From an optimization exercise on the open Yosys and OpenROAD flow, aimed at small area; shortcuts taken in it are not production practice. In this exercise RTL edits were held to simulation tests only and were not proved equivalent to the original. No run shown here takes its clock network from TritonCTS; it comes from the design's own scripts or RTL. The flow treats the clock pin as an ideal source. Dropping or thinning the clock tree relies on that and would not hold on a real chip. Power figures rest on the tool's default switching activity, not on a simulated workload.

==> flow/design.v <==
module adc128s022 (
    input               clk,
    input               rstn,
    input               ce,
    input               miso,
    input               fl0,         
    input               ld,          
    input       [4:0]   ldv,
    input               xsh,         
    output reg  [8:0]   cnt,
    output reg          ch,
    output reg  [11:0]  sdata,
    output              sclk,
    output              css,
    output              mosi
);
localparam [8:0] C_IDLE  = 9'd0,
                 C_IDLV  = 9'd1,
                 C_START = 9'd14,
                 C_T0    = 9'd15,
                 C_FRDY  = 9'd289,
                 C_GO    = 9'd290,
                 C_STOP  = 9'd291;
function automatic ge9(input [8:0] x, input [8:0] k);
    integer b;
    reg r;
    begin
        r = 1'b1;
        for (b = 0; b < 9; b = b + 1)
            r = k[b] ? (x[b] & r) : (x[b] | r);
        ge9 = r;
    end
endfunction
function automatic in9(input [8:0] x, input [8:0] lo, input [8:0] hi);
    in9 = ge9(x, lo) & ~ge9(x, hi + 9'd1);
endfunction
wire [8:0] inc;
wire [8:0] icy;
assign icy[0] = 1'b1;
genvar i;
generate for (i = 0; i < 9; i = i + 1) begin : g_inc
    assign inc[i] = cnt[i] ^ icy[i];
    if (i < 8) begin : g_c
        assign icy[i+1] = cnt[i] & icy[i];
    end
end endgenerate
wire top   = cnt[8] & cnt[5];
wire idle  = ~|cnt[8:1];
wire frdy  = top & ~cnt[1] &  cnt[0];
wire go    = top &  cnt[1] & ~cnt[0];
wire stop  = top &  cnt[1] &  cnt[0];
always @(posedge clk)
    if (!rstn)              cnt <= {8'd0, top & ~cnt[1] & ~cnt[0]};
    else if (idle || stop)  cnt <= ce ? C_START : C_IDLE;
    else if (frdy)          cnt <= (ch & ~ce) ? C_STOP : C_GO;
    else if (go)            cnt <= C_T0;
    else                    cnt <= inc;
always @(posedge clk)
    if (idle)                   ch <= 1'b0;
    else if (top & cnt[1])      ch <= ~ch;
wire samp = (cnt[3:0] == 4'd7) & (cnt[8] | cnt[7] | (cnt[6] & cnt[5]));
always @(posedge clk)
    if (ld)
        sdata <= {ldv, sdata[6:0]};
    else if (samp || xsh)
        sdata <= {sdata[10:0], miso};
assign css  = top | (~|cnt[8:5] & ~(cnt[4] & cnt[3]));
assign sclk = ~(|cnt[8:5] & ~cnt[3] & ~top);
assign mosi = (fl0 & ~|cnt[8:5]) | (ch & (cnt[8:4] == 5'd6));
endmodule
module slpf (
    input               clk,
    input               rstn,
    input       [8:0]   cnt,
    input               ch,
    input       [11:0]  sdata,
    input               miso,
    output reg  [12:0]  f0,
    output reg  [12:0]  f1,
    output reg          fl0,
    output              last,
    output      [4:0]   ldv,
    output              xsh,
    output              fa
);
localparam [17:0] B = 18'h18358;
localparam [17:0] A = 18'h07ca8;
reg [29:0] R;
reg r0, r1, fl1, k;
function automatic ge9(input [8:0] x, input [8:0] k);
    integer b;
    reg r;
    begin
        r = 1'b1;
        for (b = 0; b < 9; b = b + 1)
            r = k[b] ? (x[b] & r) : (x[b] | r);
        ge9 = r;
    end
endfunction
function automatic in9(input [8:0] x, input [8:0] lo, input [8:0] hi);
    in9 = ge9(x, lo) & ~ge9(x, hi + 9'd1);
endfunction
wire c80  = (cnt == 9'd80);
wire win  = (cnt[8:4] == 5'd4) | c80;                       
assign xsh = ((cnt[8:4] == 5'd4) & cnt[3] & cnt[2]) | c80;   
wire p2   = cnt[8] & (cnt[5] | (cnt[4] & (cnt[3] | (cnt[2] & cnt[1] & cnt[0]))));  
assign last = cnt[8] & cnt[5] & cnt[1];                       
reg xj, fj;
always @* begin
    case (cnt[3:0])
        4'd7:    begin xj = miso;      fj = ch ? f1[0]  : f0[0];  end
        4'd8:    begin xj = sdata[1];  fj = ch ? f1[1]  : f0[1];  end
        4'd9:    begin xj = sdata[2];  fj = ch ? f1[2]  : f0[2];  end
        4'd10:   begin xj = sdata[3];  fj = ch ? f1[3]  : f0[3];  end
        4'd11:   begin xj = sdata[4];  fj = ch ? f1[4]  : f0[4];  end
        4'd12:   begin xj = sdata[5];  fj = ch ? f1[5]  : f0[5];  end
        4'd13:   begin xj = sdata[6];  fj = ch ? f1[6]  : f0[6];  end
        4'd14:   begin xj = sdata[7];  fj = ch ? f1[7]  : f0[7];  end
        4'd15:   begin xj = sdata[8];  fj = ch ? f1[8]  : f0[8];  end
        4'd0:    begin xj = sdata[9];  fj = ch ? f1[9]  : f0[9];  end
        4'd1:    begin xj = sdata[10]; fj = ch ? f1[10] : f0[10]; end
        default: begin xj = sdata[11]; fj = ch ? f1[11] : f0[11]; end
    endcase
end
wire j0  = (cnt[3:0] == 4'd7);
wire j11 = (cnt[3:1] == 3'd1);
wire rsel = ch ? r1 : r0;
wire fsel = ch ? fl1 : fl0;
wire kin  = j0 ? ~rsel : k;
wire hj   = fsel ? j11 : (~fj ^ kin ^ j11);
always @(posedge clk)
    k <= rstn & p2 & (last ? ch : (~fj & kin));
assign fa = k & ~p2;
wire lb = xsh ? sdata[11] : ~R[0];
wire mb = win ? (lb & ~fl0) : hj;
wire xb = p2 & xj;
wire e  = c80 | last;
reg [18:0] c;
always @* begin
    case ({e, mb, xb})
        3'b000:  c = 19'h0;
        3'b010:  c = -{1'b0, B};
        3'b001:  c = -{1'b0, A};
        3'b011:  c = 19'h60000;     
        3'b100:  c = 19'h20000;     
        3'b110:  c = {1'b0, A};
        3'b101:  c = {1'b0, B};
        default: c = 19'h0;
    endcase
end
wire [18:0] s;
wire [19:0] cy;
assign cy[0] = 1'b0;
genvar i;
generate for (i = 0; i < 19; i = i + 1) begin : g_add
    wire a = (i < 18) ? R[12 + i] : R[29];
    assign s[i]     = a ^ c[i] ^ cy[i];
    assign cy[i+1]  = (a & c[i]) | (cy[i] & (a ^ c[i]));
end endgenerate
wire [12:0] fnew = s[18:6];
wire        rr   = s[5];
assign      ldv  = {~s[1], ~s[2], ~s[3], ~s[4], s[5]};
always @(posedge clk)
    if (win || p2 || !rstn) R <= (last || !rstn) ? {18'h3ffff, s[0], R[11:1]} : {s, R[11:1]};
always @(posedge clk) begin
    if (last && !ch) begin f0 <= fnew; r0 <= rr; end
    if (last &&  ch) begin f1 <= fnew; r1 <= rr; end
end
always @(posedge clk)
    if (!rstn) begin
        fl0 <= 1'b1;
        fl1 <= 1'b1;
    end else if (last) begin
        if (ch) fl1 <= 1'b0;
        else    fl0 <= 1'b0;
    end
endmodule
module adc_ctrl (
    input                   clk,
    input                   rstn,
    input                   adc_ce,
    output  logic   [11:0]  adc_data0,
    output  logic   [11:0]  adc_data1,
    output  logic           adc_val,
    output          [17:0]  flt_data0,
    output          [17:0]  flt_data1,
    output  logic           flt_val,
    output                  adc_sclk,
    output                  adc_css,
    output                  adc_dout,
    input                   adc_din
);
wire [8:0]  cnt;
wire        ch;
wire [11:0] sdata;
wire [12:0] f0, f1;
wire        fl0, last, xsh, fa;
wire [4:0]  ldv;
adc128s022 adc128s022_u (
    .clk    ( clk       ),
    .rstn   ( rstn      ),
    .ce     ( adc_ce    ),
    .miso   ( adc_din   ),
    .fl0    ( fl0       ),
    .ld     ( last      ),
    .ldv    ( ldv       ),
    .xsh    ( xsh       ),
    .cnt    ( cnt       ),
    .ch     ( ch        ),
    .sdata  ( sdata     ),
    .sclk   ( adc_sclk  ),
    .css    ( adc_css   ),
    .mosi   ( adc_dout  )
);
slpf slpf_u (
    .clk    ( clk       ),
    .rstn   ( rstn      ),
    .cnt    ( cnt       ),
    .ch     ( ch        ),
    .sdata  ( sdata     ),
    .miso   ( adc_din   ),
    .f0     ( f0        ),
    .f1     ( f1        ),
    .fl0    ( fl0       ),
    .last   ( last      ),
    .ldv    ( ldv       ),
    .xsh    ( xsh       ),
    .fa     ( fa        )
);
always_ff @(posedge clk)
    if (cnt[8] & cnt[5] & ~cnt[1] & ~cnt[0] & ~ch) adc_data0 <= sdata;
assign adc_val = ((cnt[8] & cnt[5] & ~cnt[1] & cnt[0]) | (cnt == 9'd1)) & ch;
assign adc_data1 = sdata;
logic fb;
always_ff @(posedge clk) begin
    fb      <= rstn & fa;
    flt_val <= fb;
end
assign flt_data0 = {{5{f0[12]}}, f0};
assign flt_data1 = {{5{f1[12]}}, f1};
endmodule
==> flow/flow/run.sh <==
#!/bin/bash
# The standard layout (standard.sh) with these changes:
#  - synthesis: ABC maps for area (flow/synth.tcl); no full/half-adder cells
#  - the smallest buffer on the ports
#  - the clock tree built by flow/cts_pre.tcl instead of TritonCTS
set -euo pipefail
cd "$(dirname "$0")/.."
bash standard.sh \
  SYNTH_SCRIPT="$PWD/flow/synth.tcl" \
  ADDER_MAP_FILE= \
  BUFFER_PORTS_ARGS="-buffer_cell sky130_fd_sc_hd__buf_1" \
  PRE_CTS_TCL="$PWD/flow/cts_pre.tcl" \
  finish > flow_make.log 2>&1
==> flow/flow/cts_pre.tcl <==
# Sourced by ORFS's cts.tcl before clock tree synthesis (PRE_CTS_TCL).
# Builds the clock tree here (flow/tree.tcl: one root buffer, five leaf
# buffers over balanced groups of sinks) in place of TritonCTS, whose H-tree
# uses nine clkbuf_8 for this design's ~100 registers.
source [file join [file dirname [info script]] tree.tcl]
my_clock_tree 5 sky130_fd_sc_hd__clkbuf_8 sky130_fd_sc_hd__clkbuf_4
rename clock_tree_synthesis my_unused_clock_tree_synthesis
proc clock_tree_synthesis {args} { puts "clock tree built by flow/cts_pre.tcl" }
set_propagated_clock [all_clocks]
==> flow/flow/synth.tcl <==
# The standard flow's synthesis script (synth_recipe.tcl), with one change: ABC maps the
# logic with an area-oriented script instead of ORFS's delay-driven one (the
# delay target ORFS derives here is 20 ps, far below the 20 ns clock).
# Registers are left as they are, so they match the standard synthesis.
proc synth {args} { yosys synth -nofsm -noshare {*}$args }
proc abc {args} {
  set keep {}
  set i 0
  while { $i < [llength $args] } {
    set a [lindex $args $i]
    if { $a in {-script -constr -D} } {
      incr i 2
      continue
    }
    lappend keep $a
    incr i
  }
  lappend keep -script "+strash;&get -n;&deepsyn -J 100;&put;dch -f;amap;strash;dch -f;amap"
  yosys abc {*}$keep
}
source $::env(SCRIPTS_DIR)/synth.tcl
# left out here: clear keep_hierarchy, flatten, clean up, hide names made inside functions, write 1_2_yosys.v
==> flow/flow/tree.tcl <==
# Clock tree: the clock sinks are split into K groups by position (k-means),
# each group driven by one clock buffer next to it; the clock port drives the
# K buffers. Replaces TritonCTS's H-tree (9 buffers) for this small design.
proc my_clock_tree { K master_name {root_name ""} } {
  set db [ord::get_db]
  set block [ord::get_db_block]
  set master [$db findMaster $master_name]
  set clk_net [$block findNet clk]
  set sinks {}
  foreach it [$clk_net getITerms] {
    set loc [[$it getInst] getLocation]
    lappend sinks [list $it [lindex $loc 0] [lindex $loc 1]]
  }
  set n [llength $sinks]
  # initial centres: spread along x
  set sorted [lsort -integer -index 1 $sinks]
  set cx {}; set cy {}
  for {set k 0} {$k < $K} {incr k} {
    set s [lindex $sorted [expr {int(($k + 0.5) * $n / $K)}]]
    lappend cx [lindex $s 1]; lappend cy [lindex $s 2]
  }
  set cap [expr {($n + $K - 1) / $K}]
  for {set iter 0} {$iter < 30} {incr iter} {
    # capacity-limited greedy assignment: closest sink-centre pairs first
    set pairs {}
    set i 0
    foreach s $sinks {
      for {set k 0} {$k < $K} {incr k} {
        lappend pairs [list [expr {abs([lindex $s 1] - [lindex $cx $k]) + abs([lindex $s 2] - [lindex $cy $k])}] $i $k]
      }
      incr i
    }
    set assign [lrepeat $n -1]
    set sn [lrepeat $K 0]
    foreach p [lsort -integer -index 0 $pairs] {
      lassign $p d i k
      if {[lindex $assign $i] >= 0 || [lindex $sn $k] >= $cap} { continue }
      lset assign $i $k
      lset sn $k [expr {[lindex $sn $k] + 1}]
    }
    set sx [lrepeat $K 0.0]; set sy [lrepeat $K 0.0]
    set i 0
    foreach s $sinks {
      set k [lindex $assign $i]
      lset sx $k [expr {[lindex $sx $k] + [lindex $s 1]}]
      lset sy $k [expr {[lindex $sy $k] + [lindex $s 2]}]
      incr i
    }
    for {set k 0} {$k < $K} {incr k} {
      if {[lindex $sn $k] > 0} {
        lset cx $k [expr {int([lindex $sx $k] / [lindex $sn $k])}]
        lset cy $k [expr {int([lindex $sy $k] / [lindex $sn $k])}]
      }
    }
  }
  set top_net $clk_net
  if {$root_name ne ""} {
    set rinst [odb::dbInst_create $block [$db findMaster $root_name] "clkbuf_bench_root"]
    set rnet [odb::dbNet_create $block "clknet_bench_root"]
    $rnet setSigType CLOCK
    [$rinst findITerm A] connect $clk_net
    [$rinst findITerm X] connect $rnet
    set mx 0; set my 0
    for {set k 0} {$k < $K} {incr k} { set mx [expr {$mx + [lindex $cx $k]}]; set my [expr {$my + [lindex $cy $k]}] }
    $rinst setLocation [expr {int($mx / $K)}] [expr {int($my / $K)}]
    $rinst setPlacementStatus PLACED
    set top_net $rnet
  }
  for {set k 0} {$k < $K} {incr k} {
    set inst [odb::dbInst_create $block $master "clkbuf_bench_$k"]
    set net [odb::dbNet_create $block "clknet_bench_$k"]
    $net setSigType CLOCK
    [$inst findITerm A] connect $top_net
    [$inst findITerm X] connect $net
    $inst setLocation [lindex $cx $k] [lindex $cy $k]
    $inst setPlacementStatus PLACED
    set nets($k) $net
  }
  set i 0
  foreach s $sinks {
    set it [lindex $s 0]
    set k [lindex $assign $i]
    $it disconnect
    $it connect $nets($k)
    incr i
  }
  puts "my_clock_tree: $n sinks in $K groups: [lindex [list $sn] 0]"
}
==> flow/standard.sh <==
#!/bin/bash
# synth_recipe.tcl (not shown) runs the flow's synth.tcl, then flattens the netlist and writes it again
# the make line also repeats each setting of config.mk as NAME=value (left out here)
make -C /OpenROAD-flow-scripts/flow DESIGN_CONFIG=/design/flow/config.mk WORK_HOME=/design/flow/orfs CLKGATE_MAP_FILE= SYNTH_SCRIPT=/design/flow/synth_recipe.tcl "${@:-finish}"
==> flow/config.mk <==
export PLATFORM = sky130hd
export DESIGN_NAME = adc_ctrl
export DESIGN_NICKNAME = adc_ctrl
export VERILOG_FILES = /design/flow/design.v
export SDC_FILE = /design/flow/constraint.sdc
export NUM_CORES = 4
export LEC_CHECK = 0
export CAP_MARGIN = 20
export CORE_MARGIN = 2
export CORE_UTILIZATION = 75
export SLEW_MARGIN = 20
==> flow/constraint.sdc <==
create_clock -name core_clock -period 20.0 [get_ports {clk}]
set_input_delay 4.0000 -clock core_clock [delete_from_list [all_inputs] [get_ports {clk}]]
set_output_delay 4.0000 -clock core_clock [all_outputs]
set_load 0.01 [all_outputs]
==> impl_metrics.ini, run 1 <==
[routing]
drt-initial-drc-count = 485
drtAntennaViolNets = 0
drc = 0
wl_um = 9470
vias_per_cell = 6.52
vias = 3247
wl_per_cell_um = 19.0
dr.pass1.iters = 6

[synth]
synth_warnings = 3
postSynthCellCount = 361
synth.distinct_cells = 36
synthArstFlopShare_pct = 0
synth.top_cell.area_share_pct = 59.9
synth_seq_area_share_pct = 67.2
ys_seq_elements = 97
synth_area_leaders = edfxtp_1 (60%), dfxtp_1 (7.3%), nor2_1 (5.3%), o21ai_0 (3.4%), clkinv_1 (3.0%)
yosysTopAreaCell = edfxtp_1
synth_area_um2 = 4110
synth_nets = 365
avgSynthCellArea_um2 = 11.4
synth-edff-count = 82
synth_common_cells = edfxtp_1 (82), nor2_1 (58), clkinv_1 (33), o21ai_0 (28), nand2_1 (25)
yosysMostFrequentCell = edfxtp_1
ys.flop_type = edfxtp_1

[sta]
worstMarginPinSlew_ns = 0.993
grt_setup_unrepaired = no
hold_viol_final = 0
slew_violations = 0
slew_headroom_pct = 33.6
fin_crit_ns = 8.54
fin_crit_sh_pct = 42.7
setup_violations = 0
fin_setup_tns_ns = 0
fmax_mhz = 117
final.setup_skew_ns = 0.0249

[setup_path]
cp_common_cell = nor2_1
cp_slowest_cell = nor2_1
critical_path_class = primary input to flop
cp-start-kind = primary input
crit_required_ns = 20.20
worstSetupPathDepth = 24
critPathBufInv = 1
cp.arrival_ns = 8.73
crit_path_end_kind = flop
worst-r2r-cell-count = 34
crit_family = simple AND/OR/NAND/NOR gates
crit_path_cell_trace = buf_1 -> nor2_1 -> o31ai_1 -> a2111oi_0 -> nor3_1 -> nor2_1 -> nand2_1 -> o22ai_1 -> a21oi_1 -> a21oi_1 -> and2_0 -> nor2_1 -> o22ai_1 -> nor2_1 -> o21ai_0 -> nand2_1 -> or3_1 -> or2_0 -> nor2_1 -> o22ai_1 -> o221a_1 -> o21ai_0 -> a21oi_1 -> or2_0
critPathMaxStageDelay_ns = 0.46
worstPathMaxFanout = 8

[clocking]
ctsResizeCount = 0
clk_pin_slew_worst_paths_ns = 0.12
cts_setup_buffers = 0
clk_latency_ns = 0.44
cts_hold_buf = 0

[final_layout]
layout-drive-gt1-share_pct = 2.34
finish.utilization_pct = 86.2
finalNetCount = 434
final_area_um2 = 4480
area_growth_pct = 9.04
diodes = 0

[pwr]
total_leakage_power_uw = 0.00140
fin_total_pwr_uw = 364
powerDensity_nw_per_um2 = 81.2
peakVddDrop_mv = 0.0967

[grt]
grt_max_degree = 31
grt_usage_pct = 31.4
first_global_vias = 3061
grt_pass1_wl_um = 14800
grt_remaining_overflow = 0
antenna_found_initial = 0

[placed_design]
io_buffers = 68
gp_congestion = 0.933
placed_cell_area_um2 = 4410
dpl.hpwl_um = 6890

[flow_run]
max_cap_viol_count = 0

[outcome]
outcome = finished clean

[floorplanning]
die_x_um = 78.1
die_h_um = 78.1
rows = 26
core_um2 = 5200
ios = 69
floorplan.initialDensity_pct = 79.0
die_area_um2 = 6090

[hold_path]
min_path_type = flop to flop
hold_path_depth = 0
## registers in the layout (all words and copies together) (netlist names)
| register | cells |
|---|---|
| fb | 1 |
| slpf_u.f1 | 13 |
| slpf_u.r0 | 1 |
| flt_val | 1 |
| adc128s022_u.sdata | 12 |
| slpf_u.fl1 | 1 |
| slpf_u.r1 | 1 |
| slpf_u.k | 1 |
| slpf_u.fl0 | 1 |
| slpf_u.R | 30 |
| slpf_u.f0 | 13 |
| adc128s022_u.ch | 1 |
| adc_data0 | 12 |
| adc128s022_u.cnt | 9 |
## final cells by class
cell class,instances,area [um^2]
repair buffers,71,278
flip-flops and latches,97,2760
inverters,33,124
fillers,260,721
multi-input cells,221,1160
plain buffers,6,76.3
well taps,70,87.6
## power by group
part | total (uW) | switching, uW | internal [uW]
logic | 52.0 | 35.7 | 16.4
registers | 234 | 7.11 | 226
clock network | 78.7 | 53.7 | 25.0
total | 364 | 96.5 | 268
## placed cells by master (no fill, tap or decap), types with 3 or more instances in the layout
cell type / count
a211oi_1: 3
a21oi_1: 17
a31oi_1: 3
and3_1: 5
buf_1: 68
buf_4: 3
clkbuf_8: 5
clkinv_1: 33
dfxtp_1: 15
edfxtp_1: 82
nand2_1: 25
nand3_1: 9
nor2_1: 58
nor2b_1: 3
nor3_1: 10
nor4_1: 4
o21a_1: 3
o21ai_0: 28
o22ai_1: 7
or2_0: 19
or3_1: 4
## per-layer routing
layer | up-vias | track usage [%] | routed length [um]
met2 | 265 | 57.1 | 4770
met3 | 50 | 3.10 | 1090
li1 | 1431 | - | -
met4 | 0 | 11.4 | 346
met1 | 1501 | 39.4 | 3270
met5 | - | 0 | 0
## cells by family after synthesis
group,count (synthesis),share of synthesized area [%]
and+or+nand+nor,140,15.6
DFF,97,67.2
AOI/OAI and AO/OA,80,12.1
buffers and inverters,43,4.84
xor gates and xnor gates,1,0.213
## worst reg2reg max path: cells and delay by family, from the launching register on
family | cells | cell delay [ns]
buf+inv | 5 | 1.18
simple gates | 16 | 3.20
flops | 1 | 0.58
compound gates | 13 | 2.78
## final timing paths
| check | from | to | slack (ns) |
|---|---|---|---|
| setup / recovery | adc_din | slpf_u.R[28] | 11.46 |
| setup reg to reg | adc128s022_u.cnt[0] | slpf_u.R[28] | 12.01 |
| hold reg to reg | fb | flt_val | 0.37 |
| hold / removal | fb | flt_val | 0.37 |
## per-stage QoR
step / instances / setup slack (ns) / hold slack [ns]
6_report: 498 / 11.46 / 0.371
5_1_grt: 498 / 11.07 / 0.365
4_1_cts: 498 / 11.65 / 0.366
3_5_place_dp: 492 / 11.15 / 0.346
3_3_place_gp: 492 / 11.56 / 0.309
2_1_floorplan: 361 / 12.10 / 0.310
==> inputs of run 2 (changes only) <==
--- a/flow/design.v
+++ b/flow/design.v
@@ -128,6 +128,7 @@
 wire fsel = ch ? fl1 : fl0;
-wire kin  = j0 ? ~rsel : k;
-wire hj   = fsel ? j11 : (~fj ^ kin ^ j11);
-always @(posedge clk)
-    k <= rstn & p2 & (last ? ch : (~fj & kin));
+wire fjz  = fj & ~fsel;
+wire kin  = j0 ? ~(rsel & ~fsel) : k;
+wire hj   = ~fjz ^ kin ^ j11;
+always @(posedge clk)
+    k <= rstn & p2 & (last ? ch : (~fjz & kin));
 assign fa = k & ~p2;
--- a/flow/config.mk
+++ b/flow/config.mk
@@ -9,3 +9,3 @@
 export CORE_MARGIN = 2
-export CORE_UTILIZATION = 75
+export CORE_UTILIZATION = 85
 export SLEW_MARGIN = 20
==> run 2 against run 1 <==
Largest cell class unchanged. Fmax grew 5.1%. Core utilization increased by 8.6 points. Flip-flop and latch count unchanged. Clock power up 4.7%. Sequential share of layout area grew 0.92 points. Register-to-register slack improved by 0.50 ns.
==> impl_metrics.ini, run 2 <==
[outcome]
outcome = finished clean

[sta]
grt_setup_unrepaired = no
fin_setup_tns_ns = 0
setup_violations = 0
fin_crit_ns = 8.13
hold_viol_final = 0
fin_crit_sh_pct = 40.6
worstMarginPinSlew_ns = 0.984
final.setup_skew_ns = 0.0171
slew_headroom_pct = 34.1
fmax_mhz = 123
slew_violations = 0

[setup_path]
critPathMaxStageDelay_ns = 0.52
cp_slowest_cell = a221oi_1
timing.rr.start = adc128s022_u.cnt[0]
crit_path_end_kind = flop
crit_required_ns = 20.20
crit_path_cell_trace = buf_1 -> nor2_1 -> nor3_1 -> a2111oi_0 -> a31oi_1 -> o21ai_0 -> nand2_1 -> clkinv_1 -> o21ai_0 -> nor2b_1 -> a221oi_1 -> o221ai_1 -> clkinv_1 -> o221ai_1 -> clkinv_1 -> o221ai_1 -> o221a_1 -> o21ai_0 -> a21oi_1 -> or2_0
cp-start-kind = primary input
critical_path_class = primary input to flop
worst-r2r-cell-count = 27
r2r_slack_ns = 12.51
cp.arrival_ns = 8.33
rr_endpoint = slpf_u.R[29]
worstPathMaxFanout = 7

[grt]
grt_pass1_wl_um = 18500
grt.met3_usage_pct = 11.0
grt_max_degree = 31
grt_remaining_overflow = 0
grt_usage_pct = 47.7
use_met1_pct = 60.7
antenna_found_initial = 1
grt.busiest_layer = met2
use_met2_pct = 77.2
first_global_vias = 3406

[synth]
synth_top_family_by_area = compound AO/OA/AOI/OAI gates
synth_common_cells = edfxtp_1 (82), nor2_1 (50), clkinv_1 (33), o21ai_0 (26)
yosys.area_share.xor_xnor_pct = 0
synth_area_leaders = edfxtp_1 (61%), dfxtp_1 (7.4%), nor2_1 (4.6%), o21ai_0 (3.2%), or2_0 (3.1%)
synth_seq_area_share_pct = 68.0
synth_compound_area_share_pct = 13.9
synth_fa_ha_area_share_pct = 0
yosysTopAreaCell = edfxtp_1
synth_nets = 348
ys.flop_type = edfxtp_1
synth.distinct_cells = 34
yosysMostFrequentCell = edfxtp_1
synth.area.mux_share_pct = 0
synth_area_um2 = 4060
ys_seq_elements = 97
postSynthCellCount = 344
synth_warnings = 3
yosys.area_share.simple_pct = 13.2
synth-edff-count = 82
synthArstFlopShare_pct = 0
synth.top_cell.area_share_pct = 60.6
avgSynthCellArea_um2 = 11.8

[routing]
wl_um = 12400
wl_per_cell_um = 26.6
drt-initial-drc-count = 1067
vias = 3664
dr.pass1.iters = 9
drc = 0
vias_per_cell = 7.86
drtAntennaViolNets = 0

[placed_design]
io_buffers = 68
dpl.hpwl_um = 7620
gp_congestion = 1.11

[floorplanning]
floorplan.initialDensity_pct = 87.2
rows = 25
die_x_um = 73.1
core_um2 = 4660
die_area_um2 = 5350
die_h_um = 73.1
ios = 69

[final_layout]
finish.utilization_pct = 94.8
biggestRegsByFlops = slpf_u.R (30), slpf_u.f0 (13), slpf_u.f1 (13)
layout-drive-gt1-share_pct = 2.43
multi_input_area_um2 = 1100
diodes = 0
regMostFlops = slpf_u.R
fillers = 124
largest_reg_flops = 30
regArea_um2 = 2760
finalNetCount = 418
layout_commonest_cell = edfxtp_1
mostFrequentLayoutCells = edfxtp_1 (82), buf_1 (68), nor2_1 (50)
area_growth_pct = 8.71

[clocking]
cts_setup_buffers = 0
clk_latency_ns = 0.44
ctsResizeCount = 0
clk_pin_slew_worst_paths_ns = 0.12
cts_hold_buf = 0

[flow_run]
max_cap_viol_count = 0

[hold_path]
worstHoldStart = fb
hold_path_depth = 0
min_path_type = flop to flop
worstHoldEndpoint = flt_val

[pwr]
powerDensity_nw_per_um2 = 100
peakVddDrop_mv = 0.0990
total_leakage_power_uw = 0.00141
run 2: how the worst max path moves through the flow:
stage | slack, ns | to | startpoint | depth (start not counted)
finish | 11.87 | slpf_u.R[29] | adc_din | 20
global route | 11.69 | slpf_u.R[29] | adc_din | 20
CTS | 12.23 | slpf_u.R[29] | adc_din | 20
detailed placement | 11.97 | slpf_u.R[28] | adc_din | 20
global placement | 12.44 | slpf_u.R[29] | adc_din | 20
floorplan | 12.96 | slpf_u.R[28] | adc_din | 21
run 2: final cells by class:
| type | count | area share, % |
|---|---|---|
| Sequential cell | 97 | 62.5 |
| Buffer | 6 | 1.73 |
| Multi-Input combinational cell | 204 | 25.0 |
| Timing Repair Buffer | 72 | 6.46 |
| Tap cell | 54 | 1.53 |
| Inverter | 33 | 2.80 |
run 2: metrics by stage:
step,total power (uW),instances,area (um^2),setup slack (ns),hold WS [ns]
after floorplan,312,344,4060,12.96,0.310
after global placement,333,460,4340,12.44,0.312
after detailed placement,343,460,4340,11.97,0.316
after CTS,426,466,4420,12.23,0.341
after global routing,448,466,4420,11.69,0.349
final,442,466,4420,11.87,0.345
run 2: critical path: cells and delay by family:
family	cells	cell delay [ns]
buf+inv	4	0.70
compound gates	11	2.66
simple gates	5	0.97
run 2: logic make-up (layout without fill, tap and decap cells):
group / after synthesis / after routing
buffers and inverters: 43 / 111
AND/OR/NAND/NOR: 117 / 117
AO/OA/AOI/OAI: 87 / 87
flip-flops: 97 / 97
run 2: power by group:
part	switching [uW]	internal, uW
clock network	57.3	25.1
logic	81.5	30.2
registers	13.8	234
total	153	289
run 2: per-layer routing:
layer / vias up / wire [um]
met1: 1607 / 3720
met2: 491 / 5650
met4: 0 / 1160
li1: 1393 / -
met3: 173 / 1880
met5: - / 0
==> inputs of run 3 (changes only) <==
--- a/flow/config.mk
+++ b/flow/config.mk
@@ -9,3 +9,3 @@
 export CORE_MARGIN = 2
-export CORE_UTILIZATION = 85
+export CORE_UTILIZATION = 75
 export SLEW_MARGIN = 20
==> run 3 against run 2 <==
Global-route usage fell by 15 points. Flip-flop and latch count did not move. Register-to-register slack improved by 0.80 ns. Final cell count rose by 3.2%. Critical path type unchanged.
==> impl_metrics.ini, run 3 <==
[outcome]
outcome = finished clean

[floorplanning]
rows = 26
die_h_um = 77.6
floorplan.initialDensity_pct = 78.6
die_x_um = 77.6
die_area_um2 = 6020
ios = 69
core_um2 = 5170

[pwr]
powerDensity_nw_per_um2 = 95.5
total_leakage_power_uw = 0.00140
peakVddDrop_mv = 0.0760

[sta]
grt_setup_unrepaired = no
setup_violations = 0
fmax_mhz = 133
fin_crit_ns = 7.55
fin_setup_tns_ns = 0
final.setup_skew_ns = 0.0166
slew_headroom_pct = 34.0
fin_crit_sh_pct = 37.7
worstMarginPinSlew_ns = 0.989
slew_violations = 0
hold_viol_final = 0

[synth]
yosys.area_share.simple_pct = 13.2
synth_top_family_by_area = compound AO/OA/AOI/OAI gates
ys_seq_elements = 97
synth-edff-count = 82
synth_seq_area_share_pct = 68.0
postSynthCellCount = 344
yosys.area_share.xor_xnor_pct = 0
synth_area_um2 = 4060
synth.area.mux_share_pct = 0
synth.top_cell.area_share_pct = 60.6
synth_common_cells = edfxtp_1 (82), nor2_1 (50), clkinv_1 (33), o21ai_0 (26)
avgSynthCellArea_um2 = 11.8
synth_nets = 348
synth_warnings = 3
synth_compound_area_share_pct = 13.9
ys.flop_type = edfxtp_1
synth_fa_ha_area_share_pct = 0
synth.distinct_cells = 34
yosysMostFrequentCell = edfxtp_1
synthArstFlopShare_pct = 0
yosysTopAreaCell = edfxtp_1
synth_area_leaders = edfxtp_1 (61%), dfxtp_1 (7.4%), nor2_1 (4.6%), o21ai_0 (3.2%), or2_0 (3.1%)

[setup_path]
critical_path_class = primary input to flop
r2r_slack_ns = 13.31
crit_required_ns = 20.18
crit_path_end_kind = flop
rr_endpoint = slpf_u.R[28]
worstPathMaxFanout = 7
cp.arrival_ns = 7.72
cp-start-kind = primary input
worst-r2r-cell-count = 28
timing.rr.start = adc128s022_u.cnt[0]

[grt]
grt_usage_pct = 32.6
grt_pass1_wl_um = 15400
antenna_found_initial = 0
first_global_vias = 3025
grt_remaining_overflow = 0
grt_max_degree = 31

[routing]
vias_per_cell = 6.67
drc = 0
wl_um = 9630
drtAntennaViolNets = 0
wl_per_cell_um = 20.0
dr.pass1.iters = 6
drt-initial-drc-count = 445
vias = 3210

[placed_design]
placed_cell_area_um2 = 4360
io_buffers = 68
dpl.hpwl_um = 6860
gp_congestion = 1.01

[final_layout]
finalNetCount = 417
area_growth_pct = 9.08
regMostFlops = slpf_u.R
largest_reg_flops = 30
layout_commonest_cell = edfxtp_1
diodes = 0
mostFrequentLayoutCells = edfxtp_1 (82), buf_1 (68), nor2_1 (49)
layout-drive-gt1-share_pct = 2.43
regArea_um2 = 2760
multi_input_area_um2 = 1100
final_area_um2 = 4430
biggestRegsByFlops = slpf_u.R (30), slpf_u.f0 (13), slpf_u.f1 (13)
fillers = 272

[clocking]
cts_hold_buf = 0
ctsResizeCount = 0
clk_latency_ns = 0.44
clk_pin_slew_worst_paths_ns = 0.12
cts_setup_buffers = 0

[hold_path]
worstHoldStart = fb
hold_path_depth = 0
worstHoldEndpoint = flt_val
min_path_type = flop to flop

[flow_run]
max_cap_viol_count = 0
## run 3: cell counts after synthesis
Identical to the previous run, type by type.
## run 3: how the worst max path moves through the flow
stage                       start      endpoint  slack, ns  cells past startpoint
after global placement    adc_din  slpf_u.R[29]      12.44                     19
after detailed placement  adc_din  slpf_u.R[28]      12.22                     20
final                     adc_din  slpf_u.R[28]      12.45                     20
after floorplan           adc_din  slpf_u.R[28]      12.96                     21
after global routing      adc_din  slpf_u.R[28]      12.09                     20
after CTS                 adc_din  slpf_u.R[28]      12.64                     20
## run 3: logic make-up after synthesis
| family | after synthesis |
|---|---|
| DFF | 97 |
| and+or+nand+nor | 117 |
| buffers and inverters | 43 |
| AOI/OAI and AO/OA | 87 |
## run 3: area by class of cell
class	instances	area share, %
repair buffers	71	6.27
plain buffers	6	1.72
multi-input cells	204	24.9
flip-flops and latches	97	62.3
well taps	70	1.98
inverters	33	2.79
## run 3: stage by stage
stage          hold WS, ns  total power [uW]  instances  util [%]  setup slack (ns)
2_1_floorplan        0.310               312        344         -             12.96
3_3_place_gp         0.313               334        475      84.2             12.44
3_5_place_dp         0.319               341        475      84.2             12.22
4_1_cts              0.346               417        481      85.7             12.64
5_1_grt              0.365               438        481      85.7             12.09
6_report             0.349               424        481      85.7             12.45
## run 3: worst max-delay path: stages
cell and delay, ns:
buf_1 0.10, nor2_1 0.05, nor3_1 0.18, a2111oi_0 0.09
a31oi_1 0.18, o21ai_0 0.16, nand2_1 0.25, clkinv_1 0.24
o21ai_0 0.18, nor2b_1 0.10, a221oi_1 0.47, o221ai_1 0.26
clkinv_1 0.11, o221ai_1 0.15, clkinv_1 0.09, o221ai_1 0.13
o221a_1 0.18, o21ai_0 0.38, a21oi_1 0.17, or2_0 0.26
## run 3: report_power, final
group          total [uW]  internal, uW  switching, uW
Combinational        96.8          30.2           66.6
Clock                80.4          25.0           55.4
Sequential            246           234           12.3
## run 3: per-layer routing
layer	up-vias	share of wire, %	track usage [%]
li1	1392	-	-
met1	1472	35	42.8
met5	-	0	0
met2	282	49	55.3
met3	64	11	5.58
met4	0	4.8	11.6
==> inputs of run 4 (changes only) <==
==> flow/flow/cts_pre.tcl (replaced) <==
# Sourced by ORFS's cts.tcl before clock tree synthesis (PRE_CTS_TCL).
# Builds the clock tree here (flow/tree.tcl: one root buffer, six leaf
# buffers over balanced groups of sinks) in place of TritonCTS, whose H-tree
# uses nine clkbuf_8 for this design's ~100 registers.
source [file join [file dirname [info script]] tree.tcl]
my_clock_tree 6 sky130_fd_sc_hd__clkbuf_8 sky130_fd_sc_hd__clkbuf_4
rename clock_tree_synthesis my_unused_clock_tree_synthesis
proc clock_tree_synthesis {args} { puts "clock tree built by flow/cts_pre.tcl" }
set_propagated_clock [all_clocks]
==> run 4 against run 3 <==
Via count fell by 1.0%. Register-to-register slack is essentially flat. Combinational power about the same. Sequential power barely moved. Flip-flop and latch count unchanged. Power rose by 0.64%. Critical path type unchanged. Critical endpoint unchanged. Highest routed layer unchanged.
==> impl_metrics.ini, run 4 <==
[outcome]
outcome = finished clean

[final_layout]
fillers = 268
finalNetCount = 418
layout_commonest_cell = edfxtp_1
instances_no_fill = 482
final_area_um2 = 4450
mostFrequentLayoutCells = edfxtp_1 (82), buf_1 (68), nor2_1 (49)
layout-drive-gt1-share_pct = 2.67
biggestRegsByFlops = slpf_u.R (30), slpf_u.f0 (13), slpf_u.f1 (13)
area_growth_pct = 9.42
regMostFlops = slpf_u.R
largest_reg_flops = 30
diodes = 0

[sta]
final.hold.worst_slack_ns = 0.343
final.setup_skew_ns = 0.0157
hold_viol_final = 0
grt_setup_unrepaired = no
slew_headroom_pct = 31.1
setup_violations = 0
fin_crit_ns = 7.56
fmax_mhz = 132
fin_setup_tns_ns = 0
fin_crit_sh_pct = 37.8
worstMarginPinSlew_ns = 1.03
slew_violations = 0

[placed_design]
placed_cell_area_um2 = 4360
gp_congestion = 1.01
dp_cells = 475
io_buffers = 68
dpl.hpwl_um = 6860

[hold_path]
min_path_type = flop to flop

[synth]
ys_seq_elements = 97
postSynthCellCount = 344
synth_compound_area_share_pct = 13.9
synth_area_leaders = edfxtp_1 (61%), dfxtp_1 (7.4%), nor2_1 (4.6%), o21ai_0 (3.2%), or2_0 (3.1%)
synth_common_cells = edfxtp_1 (82), nor2_1 (50), clkinv_1 (33), o21ai_0 (26)
synth_seq_area_share_pct = 68.0
synth.distinct_cells = 34
ys.flop_type = edfxtp_1
yosys.area_share.simple_pct = 13.2
synth_top_family_by_area = compound AO/OA/AOI/OAI gates
synth_warnings = 3
avgSynthCellArea_um2 = 11.8
synth_fa_ha_area_share_pct = 0
yosysMostFrequentCell = edfxtp_1
synthArstFlopShare_pct = 0
yosysTopAreaCell = edfxtp_1
synth_nets = 348
synth.top_cell.area_share_pct = 60.6
yosys.area_share.xor_xnor_pct = 0
synth_area_um2 = 4060
synth-edff-count = 82
synth.area.mux_share_pct = 0

[setup_path]
crit_path_end_kind = flop
crit_path_cell_trace = buf_1 -> nor2_1 -> nor3_1 -> a2111oi_0 -> a31oi_1 -> o21ai_0 -> nand2_1 -> clkinv_1 -> o21ai_0 -> nor2b_1 -> a221oi_1 -> o221ai_1 -> clkinv_1 -> o221ai_1 -> clkinv_1 -> o221ai_1 -> o221a_1 -> o21ai_0 -> a21oi_1 -> or2_0
cp.arrival_ns = 7.72
crit_required_ns = 20.16
cp_slowest_cell = a221oi_1
cp-start-kind = primary input
critical_path_class = primary input to flop
critPathMaxStageDelay_ns = 0.51
worstPathMaxFanout = 7

[clocking]
cts_setup_buffers = 0
ctsResizeCount = 0
clk_latency_ns = 0.42
clk_pin_slew_worst_paths_ns = 0.09
cts_hold_buf = 0

[pwr]
p_clk_share_pct = 19.5
p_int_uw = 294
switching_power_uw = 133
powerDensity_nw_per_um2 = 95.9
total_leakage_power_uw = 0.00141
p_sw_share_pct = 31.1
peakVddDrop_mv = 0.0880
fin_total_pwr_uw = 426
pwr-share-seq_pct = 57.8
pwr-share-comb_pct = 22.7

[floorplanning]
core_um2 = 5170
ios = 69
die_x_um = 77.6
die_h_um = 77.6
floorplan.initialDensity_pct = 78.6
rows = 26
die_area_um2 = 6020

[grt]
grt_remaining_overflow = 0
grt_usage_pct = 32.1
first_global_vias = 2997
grt_pass1_wl_um = 15200
grt_max_degree = 31
antenna_found_initial = 0

[routing]
top_layer_used = met4
drt-initial-drc-count = 423
met1Wirelength_um = 3430
dr_wl_met3_um = 1020
vias_per_cell = 6.59
wl_met2_um = 4770
wl_um = 9590
drc = 0
wl_per_cell_um = 19.9
vias = 3177
dr.pass1.iters = 6
drtAntennaViolNets = 0

[flow_run]
max_cap_viol_count = 0
==> run 4: cell counts after synthesis <==
Identical to the previous run, type by type.
==> run 4: power groups by stage <==
| stage | Sequential (uW) | Combinational, uW | Clock (uW) |
|---|---|---|---|
| 4_1_cts | 245 | 92.4 | 83.0 |
| 2_1_floorplan | 246 | 66.6 | 0 |
| 5_1_grt | 247 | 106 | 89.4 |
| 3_5_place_dp | 250 | 91.7 | 0 |
| 6_report | 246 | 96.8 | 83.1 |
| 3_3_place_gp | 249 | 85.4 | 0 |
==> run 4: layout make-up <==
cell class | instances | area, um^2 | area share (%)
sequential | 97 | 2760 | 62.1
buffer | 7 | 90.1 | 2.03
timing repair buffer | 71 | 278 | 6.25
inverter | 33 | 124 | 2.79
multi-input combinational | 204 | 1100 | 24.8
tap | 70 | 87.6 | 1.97
==> run 4: per-layer routing <==
metal	GRT usage, %	up-vias
met5	0	-
met1	43.3	1476
li1	-	1394
met2	53.4	258
met3	5.23	49
met4	11.6	0
==> run 4: per-stage QoR <==
stage               util [%]  setup slack (ns)
floorplan                  -             12.96
global placement        84.2             12.44
detailed placement      84.2             12.22
CTS                     86.0             12.65
global route            86.0             12.08
finish                  86.0             12.44
==> run 4: worst max-delay path: cells and delay by family <==
| family | cells | cell delay, ns |
|---|---|---|
| compound gates | 11 | 2.36 |
| buf+inv | 4 | 0.54 |
| simple gates | 5 | 0.84 |
==> run 4: final timing paths <==
path                                      to           startpoint  slack, ns  depth (start not counted)
worst max-delay path            slpf_u.R[28]              adc_din      12.44                         20
worst min register to register       flt_val                   fb       0.34                          0
worst max register to register  slpf_u.R[28]  adc128s022_u.cnt[0]      13.31                         28
worst min-delay path                 flt_val                   fb       0.34                          0
==> run 4: kinds of logic after synthesis <==
family,Yosys count
AOI/OAI and AO/OA,87
DFF,97
and+or+nand+nor,117
buffers and inverters,43
==> inputs of run 5 (changes only) <==
--- a/flow/design.v
+++ b/flow/design.v
@@ -103,2 +103,3 @@
 wire c80  = (cnt == 9'd80);
+wire c64  = (cnt == 9'd64);
 wire win  = (cnt[8:4] == 5'd4) | c80;                       
@@ -156,3 +157,3 @@
 generate for (i = 0; i < 19; i = i + 1) begin : g_add
-    wire a = (i < 18) ? R[12 + i] : R[29];
+    wire a = ((i < 18) ? R[12 + i] : R[29]) | c64;
     assign s[i]     = a ^ c[i] ^ cy[i];
@@ -164,3 +165,3 @@
 always @(posedge clk)
-    if (win || p2 || !rstn) R <= (last || !rstn) ? {18'h3ffff, s[0], R[11:1]} : {s, R[11:1]};
+    if (win || p2) R <= {s, R[11:1]};
 always @(posedge clk) begin
==> run 5 against run 4 <==
Still clean on timing, DRC and antenna. Fmax decreased by 3.8%. Core utilization up 0.18 points. Via count is essentially flat. Worst setup slack got worse by 0.30 ns. Synthesized area decreased by 0.77%. Critical path depth grew 2. Sequential power fell by 5%. Clock skew down 0.0044 ns. Register-to-register slack lost 0.26 ns. Cell area shrank 0.42%. Critical endpoint is now slpf_u.f1[11].
==> impl_metrics.ini, run 5 <==
[final_layout]
mostFrequentLayoutCells = edfxtp_1 (82), buf_1 (68), nor2_1 (56)
area_growth_pct = 9.80
finalNetCount = 427
diodes = 0
layout_commonest_cell = edfxtp_1
regMostFlops = slpf_u.R
biggestRegsByFlops = slpf_u.R (30), slpf_u.f0 (13), slpf_u.f1 (13)
fillers = 267
finish.utilization_pct = 86.1
largest_reg_flops = 30
layout-drive-gt1-share_pct = 2.85

[setup_path]
crit_path_end_kind = flop
cp-start-kind = primary input
cp.arrival_ns = 8.01
crit_required_ns = 20.15
critical_path_class = primary input to flop
worstPathMaxFanout = 7

[sta]
fin_setup_tns_ns = 0
grt_setup_unrepaired = no
final.hold.worst_slack_ns = 0.337
worstMarginPinSlew_ns = 0.631
fin_crit_sh_pct = 39.3
slew_headroom_pct = 57.5
fin_crit_ns = 7.86
slew_violations = 0
fmax_mhz = 127
setup_violations = 0
final.setup_skew_ns = 0.0113
hold_viol_final = 0

[flow_run]
max_cap_viol_count = 0

[synth]
avgSynthCellArea_um2 = 11.5
synth.distinct_cells = 30
synth_area_um2 = 4030
synth_seq_area_share_pct = 68.5
synth_compound_area_share_pct = 13.2
synth.area.mux_share_pct = 0
synth.top_cell.area_share_pct = 61.1
synth_area_leaders = edfxtp_1 (61%), dfxtp_1 (7.4%), nor2_1 (5.2%), o21ai_0 (3.7%), clkinv_1 (3.2%)
synth_top_family_by_area = compound AO/OA/AOI/OAI gates
synthArstFlopShare_pct = 0
synth_warnings = 3
synth_common_cells = edfxtp_1 (82), nor2_1 (56), clkinv_1 (34), nand2_1 (33), o21ai_0 (30)
yosysTopAreaCell = edfxtp_1
yosysMostFrequentCell = edfxtp_1
ys.flop_type = edfxtp_1
synth_nets = 355
ys_seq_elements = 97
synth_fa_ha_area_share_pct = 0
yosys.area_share.simple_pct = 13.2
postSynthCellCount = 351
yosys.area_share.xor_xnor_pct = 0
synth-edff-count = 82

[pwr]
p_int_uw = 281
pwr-share-seq_pct = 58.2
pwr-share-comb_pct = 21.2
switching_power_uw = 119
p_sw_share_pct = 29.7
p_clk_share_pct = 20.6
total_leakage_power_uw = 0.00141
peakVddDrop_mv = 0.0785
powerDensity_nw_per_um2 = 90.4

[grt]
use_met1_pct = 42.9
grt_usage_pct = 31.6
use_met2_pct = 54.4
grt.busiest_layer = met2
first_global_vias = 2906
grt_pass1_wl_um = 15000
grt_remaining_overflow = 0
grt_max_degree = 31
grt.met3_usage_pct = 4.00
antenna_found_initial = 0

[clocking]
cts_setup_buffers = 0
ctsResizeCount = 0
clk_latency_ns = 0.42
cts_hold_buf = 0
clk_pin_slew_worst_paths_ns = 0.09

[placed_design]
dpl.hpwl_um = 6740
io_buffers = 68
gp_congestion = 0.992

[floorplanning]
die_x_um = 77.3
die_h_um = 77.3
ios = 69
die_area_um2 = 5980
core_um2 = 5140
floorplan.initialDensity_pct = 78.5
rows = 26

[routing]
wl_per_cell_um = 19.2
vias_per_cell = 6.46
drc = 0
drt-initial-drc-count = 509
drtAntennaViolNets = 0
vias = 3174
dr.pass1.iters = 6
wl_um = 9440

[outcome]
outcome = finished clean

[hold_path]
min_path_type = flop to flop
==> run 5: logic make-up (layout without fill, tap and decap cells) <==
logic type             after synthesis  count (layout)
AND/OR/NAND/NOR                    124             124
AO/OA/AOI/OAI                       86              86
buffers and inverters               44             114
flip-flops                          97              97
==> run 5: critical path: stages <==
cell	delay [ns]
buf_1	0.11
o21ai_0	0.11
nor4_1	0.47
nand2_1	0.28
clkinv_1	0.15
o21ai_0	0.13
o21ai_0	0.32
nor3_1	0.14
nor2_1	0.15
nand2_1	0.11
clkinv_1	0.07
nor2_1	0.05
a21oi_1	0.23
o221ai_1	0.26
o21ai_0	0.39
a31oi_1	0.12
clkinv_1	0.11
o22ai_1	0.11
o21a_1	0.13
or3_1	0.39
nor2_1	0.10
a21oi_1	0.07
==> run 5: stage by stage <==
| step | setup WS, ns | area, um^2 | power, uW | cells |
|---|---|---|---|---|
| after global routing | 11.84 | 4430 | 415 | 491 |
| final | 12.14 | 4430 | 400 | 491 |
| after detailed placement | 11.97 | 4340 | 316 | 484 |
| after global placement | 12.23 | 4340 | 312 | 484 |
| after CTS | 12.32 | 4430 | 396 | 491 |
| after floorplan | 12.77 | 4030 | 294 | 351 |
==> run 5: area by class of cell <==
type / instances / area, um^2 / share of cell area (%)
Sequential cell: 97 / 2760 / 62.4
Multi-Input combinational cell: 210 / 1070 / 24.1
Timing Repair Buffer: 73 / 293 / 6.61
Inverter: 34 / 128 / 2.88
Buffer: 7 / 90.1 / 2.03
Tap cell: 70 / 87.6 / 1.98
==> run 5: final timing paths <==
check | from | end | slack, ns | cells after the start
worst min-delay path | fb | flt_val | 0.34 | 0
worst max-delay path | adc_din | slpf_u.f1[11] | 12.14 | 22
worst max register to register | adc128s022_u.cnt[0] | slpf_u.f1[11] | 13.05 | 35
worst min register to register | fb | flt_val | 0.34 | 0
==> run 5: per-layer routing <==
layer,vias to the layer above,part of all wire (%)
met3,42,12
met5,-,0
li1,1410,-
met2,287,49
met4,0,3.4
met1,1435,35
==> run 5: power by group through the flow <==
stage                     Clock [uW]  Sequential [uW]  Combinational, uW
final                           82.6              233               84.7
after global routing            90.0              233               91.8
after CTS                       83.1              232               80.7
after detailed placement           0              237               79.2
after global placement             0              237               75.0
after floorplan                    0              235               59.1
==> inputs of run 6 (changes only) <==
==> flow/flow/cts_pre.tcl (replaced) <==
# Sourced by ORFS's cts.tcl before clock tree synthesis (PRE_CTS_TCL).
# Builds the clock tree here (flow/tree.tcl: one root buffer, five leaf
# buffers over balanced groups of sinks) in place of TritonCTS, whose H-tree
# uses nine clkbuf_8 for this design's ~100 registers.
source [file join [file dirname [info script]] tree.tcl]
my_clock_tree 5 sky130_fd_sc_hd__clkbuf_8 sky130_fd_sc_hd__clkbuf_4
rename clock_tree_synthesis my_unused_clock_tree_synthesis
proc clock_tree_synthesis {args} { puts "clock tree built by flow/cts_pre.tcl" }
set_propagated_clock [all_clocks]
--- a/flow/flow/synth.tcl
+++ b/flow/flow/synth.tcl
@@ -17,3 +17,3 @@
   }
-  lappend keep -script "+strash;&get -n;&deepsyn -J 100;&put;dch -f;amap;strash;dch -f;amap"
+  lappend keep -script "+strash;&get -n;&deepsyn -J 100 -S 3;&put;dch -f;amap"
   yosys abc {*}$keep
==> run 6 against run 5 <==
Power down 0.18%. Critical path depth rose by 1. Wire length grew 4.7%. Cell area increased by 0.51%. Final cell count rose by 0.41%. Flip-flop and latch count unchanged. Clock power shrank 5.6%. Still clean.
==> impl_metrics.ini, run 6 <==
[outcome]
outcome = finished clean

[synth]
synth_area_um2 = 4070
ys_seq_elements = 97
synth.area.mux_share_pct = 0
synth.distinct_cells = 33
avgSynthCellArea_um2 = 11.5
synth_seq_area_share_pct = 67.9
synthArstFlopShare_pct = 0
postSynthCellCount = 354
yosysTopAreaCell = edfxtp_1
synth-edff-count = 82
yosys.area_share.xor_xnor_pct = 0.215
synth_area_leaders = edfxtp_1 (61%), dfxtp_1 (7.4%), nor2_1 (5.8%), clkinv_1 (3.4%), o21ai_0 (3.0%)
ys.flop_type = edfxtp_1
synth.top_cell.area_share_pct = 60.5
synth_warnings = 3
synth_nets = 358
synth_common_cells = edfxtp_1 (82), nor2_1 (63), clkinv_1 (37), nand2_1 (25), o21ai_0 (24)
synth_compound_area_share_pct = 13.1
yosys.area_share.simple_pct = 13.5
yosysMostFrequentCell = edfxtp_1
synth_fa_ha_area_share_pct = 0
synth_top_family_by_area = simple AND/OR/NAND/NOR gates

[sta]
fin_setup_tns_ns = 0
fin_crit_ns = 8.33
slew_violations = 0
fin_crit_sh_pct = 41.6
hold_viol_final = 0
worstMarginPinSlew_ns = 0.711
slew_headroom_pct = 52.5
setup_violations = 0
fmax_mhz = 120
grt_setup_unrepaired = no
final.setup_skew_ns = 0.00588
final.hold.worst_slack_ns = 0.339

[grt]
first_global_vias = 3130
grt_usage_pct = 33.8
grt_max_degree = 31
grt_pass1_wl_um = 15900
antenna_found_initial = 0
grt_remaining_overflow = 0

[floorplanning]
core_um2 = 5170
die_x_um = 77.7
rows = 26
die_h_um = 77.7
die_area_um2 = 6030
ios = 69
floorplan.initialDensity_pct = 78.7

[pwr]
peakVddDrop_mv = 0.0763
total_leakage_power_uw = 0.00145
powerDensity_nw_per_um2 = 89.7

[routing]
wl_um = 9880
vias_per_cell = 6.36
drt-initial-drc-count = 405
dr.pass1.iters = 6
wl_per_cell_um = 20.0
drtAntennaViolNets = 0
vias = 3134
drc = 0

[final_layout]
regMostFlops = slpf_u.R
layout-drive-gt1-share_pct = 2.60
diodes = 0
finalNetCount = 429
mostFrequentLayoutCells = edfxtp_1 (82), buf_1 (68), nor2_1 (63)
biggestRegsByFlops = slpf_u.R (30), slpf_u.f0 (13), slpf_u.f1 (13)
final_area_um2 = 4450
layout_commonest_cell = edfxtp_1
largest_reg_flops = 30
area_growth_pct = 9.38

[clocking]
clk_pin_slew_worst_paths_ns = 0.11
ctsResizeCount = 0
clk_latency_ns = 0.43
cts_setup_buffers = 0
cts_hold_buf = 0

[placed_design]
gp_congestion = 0.912
placed_cell_area_um2 = 4370
io_buffers = 68
dpl.hpwl_um = 7190

[setup_path]
crit_path_end_kind = flop
critical_path_class = primary input to flop
crit_required_ns = 20.21
worstPathMaxFanout = 6
cp.arrival_ns = 8.54
cp-start-kind = primary input

[flow_run]
max_cap_viol_count = 0

[hold_path]
min_path_type = flop to flop
-- run 6: layout make-up --
cell class | instances | area [um^2]
fillers | 270 | 722
repair buffers | 73 | 293
multi-input cells | 210 | 1090
plain buffers | 6 | 76.3
inverters | 37 | 139
flip-flops and latches | 97 | 2760
well taps | 70 | 87.6
-- run 6: where the power goes --
part           switching, uW  internal [uW]
sequential              6.90            226
clock                   53.0           25.0
combinational           62.7           26.0
-- run 6: cells by family after synthesis --
family,count (synthesis)
compound gates,84
simple gates,125
xor+xnor,1
flops,97
buf+inv,47
-- run 6: worst paths after layout --
| kind | startpoint | end | slack [ns] | cells past startpoint |
|---|---|---|---|---|
| worst min-delay path | fb | flt_val | 0.34 | 0 |
| worst max-delay path | adc_din | slpf_u.f0[11] | 11.67 | 23 |
| worst max register to register | adc128s022_u.cnt[0] | slpf_u.f0[11] | 12.72 | 33 |
| worst min register to register | fb | flt_val | 0.34 | 0 |
-- run 6: routing by layer --
layer | vias up | GRT usage (%) | routed length (um)
li1 | 1421 | - | -
met5 | - | 0 | 0
met2 | 215 | 60.2 | 5010
met1 | 1451 | 43.7 | 3640
met3 | 47 | 3.95 | 835
met4 | 0 | 10.9 | 396
-- run 6: worst max-delay path: stages --
cell	delay (ns)
buf_1	0.10
o21a_1	0.19
a222oi_1	0.24
nor3_1	0.14
nor2_1	0.28
clkinv_1	0.21
o21ai_0	0.29
and2_0	0.28
nor2_1	0.09
a21oi_1	0.21
nor2_1	0.13
nand2_1	0.09
o31ai_1	0.14
a31oi_1	0.28
clkinv_1	0.09
o21ai_0	0.31
nor3_1	0.13
o22ai_1	0.27
clkinv_1	0.13
o221ai_1	0.11
o221ai_1	0.22
a21o_1	0.25
o21ai_0	0.32
-- run 6: metrics by stage --
stage / cells / setup WS, ns / util [%] / total power, uW
floorplan: 354 / 12.41 / - / 295
global placement: 487 / 11.93 / 84.6 / 315
detailed placement: 487 / 11.47 / 84.6 / 321
CTS: 493 / 11.87 / 86.0 / 395
global route: 493 / 11.20 / 86.0 / 412
finish: 493 / 11.67 / 86.0 / 399
==> inputs of run 7 (changes only) <==
--- a/flow/flow/synth.tcl
+++ b/flow/flow/synth.tcl
@@ -17,3 +17,3 @@
   }
-  lappend keep -script "+strash;&get -n;&deepsyn -J 100 -S 3;&put;dch -f;amap"
+  lappend keep -script "+strash;&get -n;&deepsyn -J 100;&put;dch -f;amap;strash;dch -f;amap"
   yosys abc {*}$keep
==> run 7 against run 6 <==
Sequential share of layout area rose by 0.51 points. Flip-flop and latch count did not move. Fmax rose by 5.0%. Register-to-register slack improved by 0.33 ns. Sequential power barely moved. Largest power group unchanged. Still clean. Critical path type unchanged. Die area fell by 0.85%.
==> impl_metrics.ini, run 7 <==
[synth]
synth_area_um2 = 4030
synth_nets = 355
synth_warnings = 3
synth_common_cells = edfxtp_1 (82), nor2_1 (56), clkinv_1 (34), nand2_1 (33), o21ai_0 (30)
synth_area_leaders = edfxtp_1 (61%), dfxtp_1 (7.4%), nor2_1 (5.2%), o21ai_0 (3.7%), clkinv_1 (3.2%)
synthArstFlopShare_pct = 0
postSynthCellCount = 351
ys_seq_elements = 97
avgSynthCellArea_um2 = 11.5
synth.top_cell.area_share_pct = 61.1
ys.flop_type = edfxtp_1
yosysMostFrequentCell = edfxtp_1
synth.distinct_cells = 30
yosysTopAreaCell = edfxtp_1
synth-edff-count = 82
synth_seq_area_share_pct = 68.5

[grt]
grt_max_degree = 31
grt_pass1_wl_um = 14900
first_global_vias = 2884
grt_usage_pct = 31.3
antenna_found_initial = 0
grt_remaining_overflow = 0

[sta]
worstMarginPinSlew_ns = 0.614
fin_setup_tns_ns = 0
fin_crit_sh_pct = 39.6
slew_headroom_pct = 58.9
worst_slack_ns = 12.07
final.setup_skew_ns = 0.0151
fmax_mhz = 126
fin_crit_ns = 7.93
hold_viol_final = 0
setup_violations = 0
slew_violations = 0
grt_setup_unrepaired = no

[final_layout]
layout-drive-gt1-share_pct = 2.62
area_growth_pct = 9.46
layout_commonest_cell = edfxtp_1
instances_no_fill = 490
regMostFlops = slpf_u.R
finalNetCount = 426
diodes = 0
largest_reg_flops = 30
biggestRegsByFlops = slpf_u.R (30), slpf_u.f0 (13), slpf_u.f1 (13)
final_area_um2 = 4410
mostFrequentLayoutCells = edfxtp_1 (82), buf_1 (68), nor2_1 (56)

[setup_path]
critPathMaxStageDelay_ns = 0.46
worstPathMaxFanout = 7
cp_common_cell = o21ai_0
cp-startpoint = adc_din
cp-start-kind = primary input
timing.rr.start = adc128s022_u.cnt[0]
rr_endpoint = slpf_u.f0[11]
crit_path_end_kind = flop
cp_slowest_cell = nor4_1
r2r_slack_ns = 13.05
cp.arrival_ns = 8.08
worst-r2r-cell-count = 35
critical_path_class = primary input to flop
critical_path.endpoint = slpf_u.f0[11]
crit_path_cell_trace = buf_1 -> o21ai_0 -> nor4_1 -> nand2_1 -> clkinv_1 -> o21ai_0 -> o21ai_0 -> nor3_1 -> nor2_1 -> nand2_1 -> clkinv_1 -> nor2_1 -> a21oi_1 -> o221ai_1 -> o21ai_0 -> a31oi_1 -> clkinv_1 -> o22ai_1 -> o21a_1 -> or3_1 -> nor2_1 -> a21oi_1
crit_required_ns = 20.15

[floorplanning]
ios = 69
rows = 26
die_x_um = 77.3
floorplan.initialDensity_pct = 78.5
die_h_um = 77.3
die_area_um2 = 5980
core_um2 = 5140

[routing]
wl_um = 9370
wl_per_cell_um = 19.1
drt-initial-drc-count = 542
dr.pass1.iters = 5
vias_per_cell = 6.46
drc = 0
drtAntennaViolNets = 0
vias = 3166

[clocking]
clk_latency_ns = 0.43
cts_setup_buffers = 0
ctsResizeCount = 0
cts_hold_buf = 0
clk_pin_slew_worst_paths_ns = 0.12

[placed_design]
dp_cells = 484
io_buffers = 68
placed_cell_area_um2 = 4340
pre_cts_slack_ns = 11.97
gp_congestion = 0.992
dpl.hpwl_um = 6740

[pwr]
peakVddDrop_mv = 0.0714
fin_total_pwr_uw = 395
powerDensity_nw_per_um2 = 89.5
total_leakage_power_uw = 0.00141

[flow_run]
max_cap_viol_count = 0

[hold_path]
worstHoldStart = fb
min_path_type = flop to flop

[outcome]
outcome = finished clean
[run 7: report_power, final]
part           total [uW]  internal, uW  leakage, uW  switching [uW]
Clock                78.6          25.0    0.0000406            53.5
Combinational        83.7          25.0     0.000504            58.7
Sequential            233           227     0.000862            5.78
Total                 395           277      0.00141             118
[run 7: cell type report]
type / instances / area, um^2
multi-input combinational: 210 / 1070
buffer: 6 / 76.3
timing repair buffer: 73 / 293
sequential: 97 / 2760
fill: 277 / 726
tap: 70 / 87.6
inverter: 34 / 128
[run 7: per-stage QoR]
stage	utilization (%)	hold WS [ns]
after floorplan	-	0.310
after detailed placement	84.4	0.316
after global placement	84.4	0.309
after CTS	85.9	0.342
final	85.9	0.342
after global routing	85.9	0.352
[run 7: logic make-up after synthesis]
kind of cell           share of synthesized area (%)
AOI/OAI and AO/OA                               13.2
and+or+nand+nor                                 13.2
buffers and inverters                           5.03
DFF                                             68.5
[run 7: layer usage]
| metal | track usage (%) | vias to the layer above | routed length, um |
|---|---|---|---|
| met5 | 0 | - | 0 |
| met2 | 54.3 | 272 | 4690 |
| li1 | - | 1416 | - |
| met4 | 7.68 | 0 | 250 |
| met3 | 3.65 | 35 | 985 |
| met1 | 42.7 | 1443 | 3440 |
[run 7: critical path: cells and delay by family]
family / cells / cell delay (ns)
compound gates: 10 / 1.91
simple gates: 8 / 1.74
buf+inv: 4 / 0.44
[run 7: worst min-delay path by stage]
stage               endpoint  slack, ns  cells after the start
global route         flt_val       0.35                      0
detailed placement   flt_val       0.32                      0
finish               flt_val       0.34                      0
floorplan            flt_val       0.31                      0
global placement     flt_val       0.31                      0
CTS                  flt_val       0.34                      0
==> inputs of run 8 (changes only) <==
--- a/flow/config.mk
+++ b/flow/config.mk
@@ -7,5 +7,5 @@
 export LEC_CHECK = 0
-export CAP_MARGIN = 20
+export CAP_MARGIN = 0
 export CORE_MARGIN = 2
 export CORE_UTILIZATION = 75
-export SLEW_MARGIN = 20
+export SLEW_MARGIN = 0
==> run 8 against run 7 <==
Core utilization did not move. Power is the same. Critical path depth stayed put. Wire length stayed put. Largest cell class unchanged. Largest power group unchanged.
==> impl_metrics.ini, run 8 <==
[routing]
vias_per_cell = 6.46
drt-initial-drc-count = 542
drtAntennaViolNets = 0
wl_per_cell_um = 19.1
dr.pass1.iters = 5
wl_um = 9370
vias = 3166
drc = 0

[synth]
postSynthCellCount = 351
yosysTopAreaCell = edfxtp_1
ys.flop_type = edfxtp_1
synth_nets = 355
synth_seq_area_share_pct = 68.5
synth_fa_ha_area_share_pct = 0
synth_compound_area_share_pct = 13.2
yosys.area_share.xor_xnor_pct = 0
synthArstFlopShare_pct = 0
synth.distinct_cells = 30
yosysMostFrequentCell = edfxtp_1
synth_area_leaders = edfxtp_1 (61%), dfxtp_1 (7.4%), nor2_1 (5.2%), o21ai_0 (3.7%), clkinv_1 (3.2%)
synth.top_cell.area_share_pct = 61.1
synth_warnings = 3
ys_seq_elements = 97
synth_area_um2 = 4030
synth-edff-count = 82
synth_top_family_by_area = compound AO/OA/AOI/OAI gates
synth.area.mux_share_pct = 0
synth_common_cells = edfxtp_1 (82), nor2_1 (56), clkinv_1 (34), nand2_1 (33), o21ai_0 (30)
avgSynthCellArea_um2 = 11.5
yosys.area_share.simple_pct = 13.2

[grt]
grt_max_degree = 31
grt_remaining_overflow = 0
first_global_vias = 2884
grt_pass1_wl_um = 14900
antenna_found_initial = 0
grt_usage_pct = 31.3

[final_layout]
finalNetCount = 426
diodes = 0
largest_reg_flops = 30
layout_commonest_cell = edfxtp_1
mostFrequentLayoutCells = edfxtp_1 (82), buf_1 (68), nor2_1 (56)
fillers = 277
regMostFlops = slpf_u.R
area_growth_pct = 9.46
instances_no_fill = 490
biggestRegsByFlops = slpf_u.R (30), slpf_u.f0 (13), slpf_u.f1 (13)
layout-drive-gt1-share_pct = 2.62

[outcome]
outcome = finished clean

[floorplanning]
die_h_um = 77.3
die_x_um = 77.3
core_um2 = 5140
die_area_um2 = 5980
ios = 69
floorplan.initialDensity_pct = 78.5
rows = 26

[placed_design]
io_buffers = 68
dpl.hpwl_um = 6740
gp_congestion = 0.992
dp_cells = 484
pre_cts_slack_ns = 11.97

[pwr]
fin_total_pwr_uw = 395
peakVddDrop_mv = 0.0714
powerDensity_nw_per_um2 = 89.5
total_leakage_power_uw = 0.00141

[setup_path]
cp-start-kind = primary input
crit_required_ns = 20.15
r2r_slack_ns = 13.05
crit_path_end_kind = flop
critical_path_class = primary input to flop
worstPathMaxFanout = 7
cp.arrival_ns = 8.08

[sta]
worstMarginPinSlew_ns = 0.614
fin_crit_sh_pct = 39.6
fmax_mhz = 126
setup_violations = 0
fin_crit_ns = 7.93
grt_setup_unrepaired = no
slew_headroom_pct = 58.9
worst_slack_ns = 12.07
final.setup_skew_ns = 0.0151
slew_violations = 0
fin_setup_tns_ns = 0
hold_viol_final = 0

[clocking]
clk_pin_slew_worst_paths_ns = 0.12
cts_hold_buf = 0
ctsResizeCount = 0
cts_setup_buffers = 0
clk_latency_ns = 0.43

[hold_path]
min_path_type = flop to flop

[flow_run]
max_cap_viol_count = 0
-- run 8: path summary, 6_finish.rpt --
kind / start / end / cells past startpoint
worst max-delay path: adc_din / slpf_u.f0[11] / 22
worst min-delay path: fb / flt_val / 0
worst max register to register: adc128s022_u.cnt[0] / slpf_u.f0[11] / 35
worst min register to register: fb / flt_val / 0
-- run 8: per-stage QoR --
stage | hold WS, ns | instance area (um^2) | util, %
CTS | 0.342 | 4410 | 85.9
global placement | 0.309 | 4340 | 84.4
floorplan | 0.310 | 4030 | -
global route | 0.352 | 4410 | 85.9
finish | 0.342 | 4410 | 85.9
detailed placement | 0.316 | 4340 | 84.4
-- run 8: cell families (layout without fill, tap and decap cells) --
kind of cell | count (synthesis) | after routing
AOI/OAI and AO/OA | 86 | 86
and+or+nand+nor | 124 | 124
buffers and inverters | 44 | 113
DFF | 97 | 97
-- run 8: routing by layer --
metal / up-vias / routed length [um] / global-route usage, %
met2: 272 / 4690 / 54.3
met1: 1443 / 3440 / 42.7
met4: 0 / 250 / 7.68
met3: 35 / 985 / 3.65
li1: 1416 / - / -
met5: - / 0 / 0
-- run 8: critical path, cell delays in order --
cell and delay (ns):
buf_1 0.11, o21ai_0 0.11, nor4_1 0.46, nand2_1 0.29, clkinv_1 0.15, o21ai_0 0.15, o21ai_0 0.40, nor3_1 0.16
nor2_1 0.16, nand2_1 0.12, clkinv_1 0.09, nor2_1 0.06, a21oi_1 0.23, o221ai_1 0.26, o21ai_0 0.36, a31oi_1 0.11
clkinv_1 0.09, o22ai_1 0.09, o21a_1 0.12, or3_1 0.39, nor2_1 0.10, a21oi_1 0.08
-- run 8: final cells by class --
| type | count | area (um^2) | area share [%] |
|---|---|---|---|
| Timing Repair Buffer | 73 | 293 | 6.63 |
| Buffer | 6 | 76.3 | 1.73 |
| Sequential cell | 97 | 2760 | 62.6 |
| Inverter | 34 | 128 | 2.89 |
| Multi-Input combinational cell | 210 | 1070 | 24.2 |
| Tap cell | 70 | 87.6 | 1.98 |
-- run 8: where the power goes --
part	internal [uW]	switching [uW]
combinational	25.0	58.7
sequential	227	5.78
clock	25.0	53.5

## what the ideal ports hide
The results above use ideal ports. As a check the final layouts listed here were re-extracted and re-timed, cells and wires unchanged. Step 1, drivers: a clkbuf_16 drives clk and a buf_2 each remaining input, both assumed. Step 2 times the ports against the registers' clock, not the clock port: input delays grow and output delays shrink by t, the midpoint of the rising clock arrivals with the driver on. Slacks: ideal / step 1 / step 2; pairs: ideal / step 1.
run	t (ns)	setup WS [ns]
run 1	0.452	11.462 / 11.468 / 11.016
run 2	0.461	11.874 / 11.855 / 11.395
run 3	0.456	12.454 / 12.446 / 11.990
run 4	0.447	12.439 / 12.434 / 11.987
run 5	0.445	12.140 / 12.140 / 11.696
run 6	0.451	11.675 / 11.681 / 11.230
run 7	0.447	12.072 / 12.072 / 11.625
run 8	0.447	12.072 / 12.072 / 11.625
After both steps setup and hold are still met in every run listed.
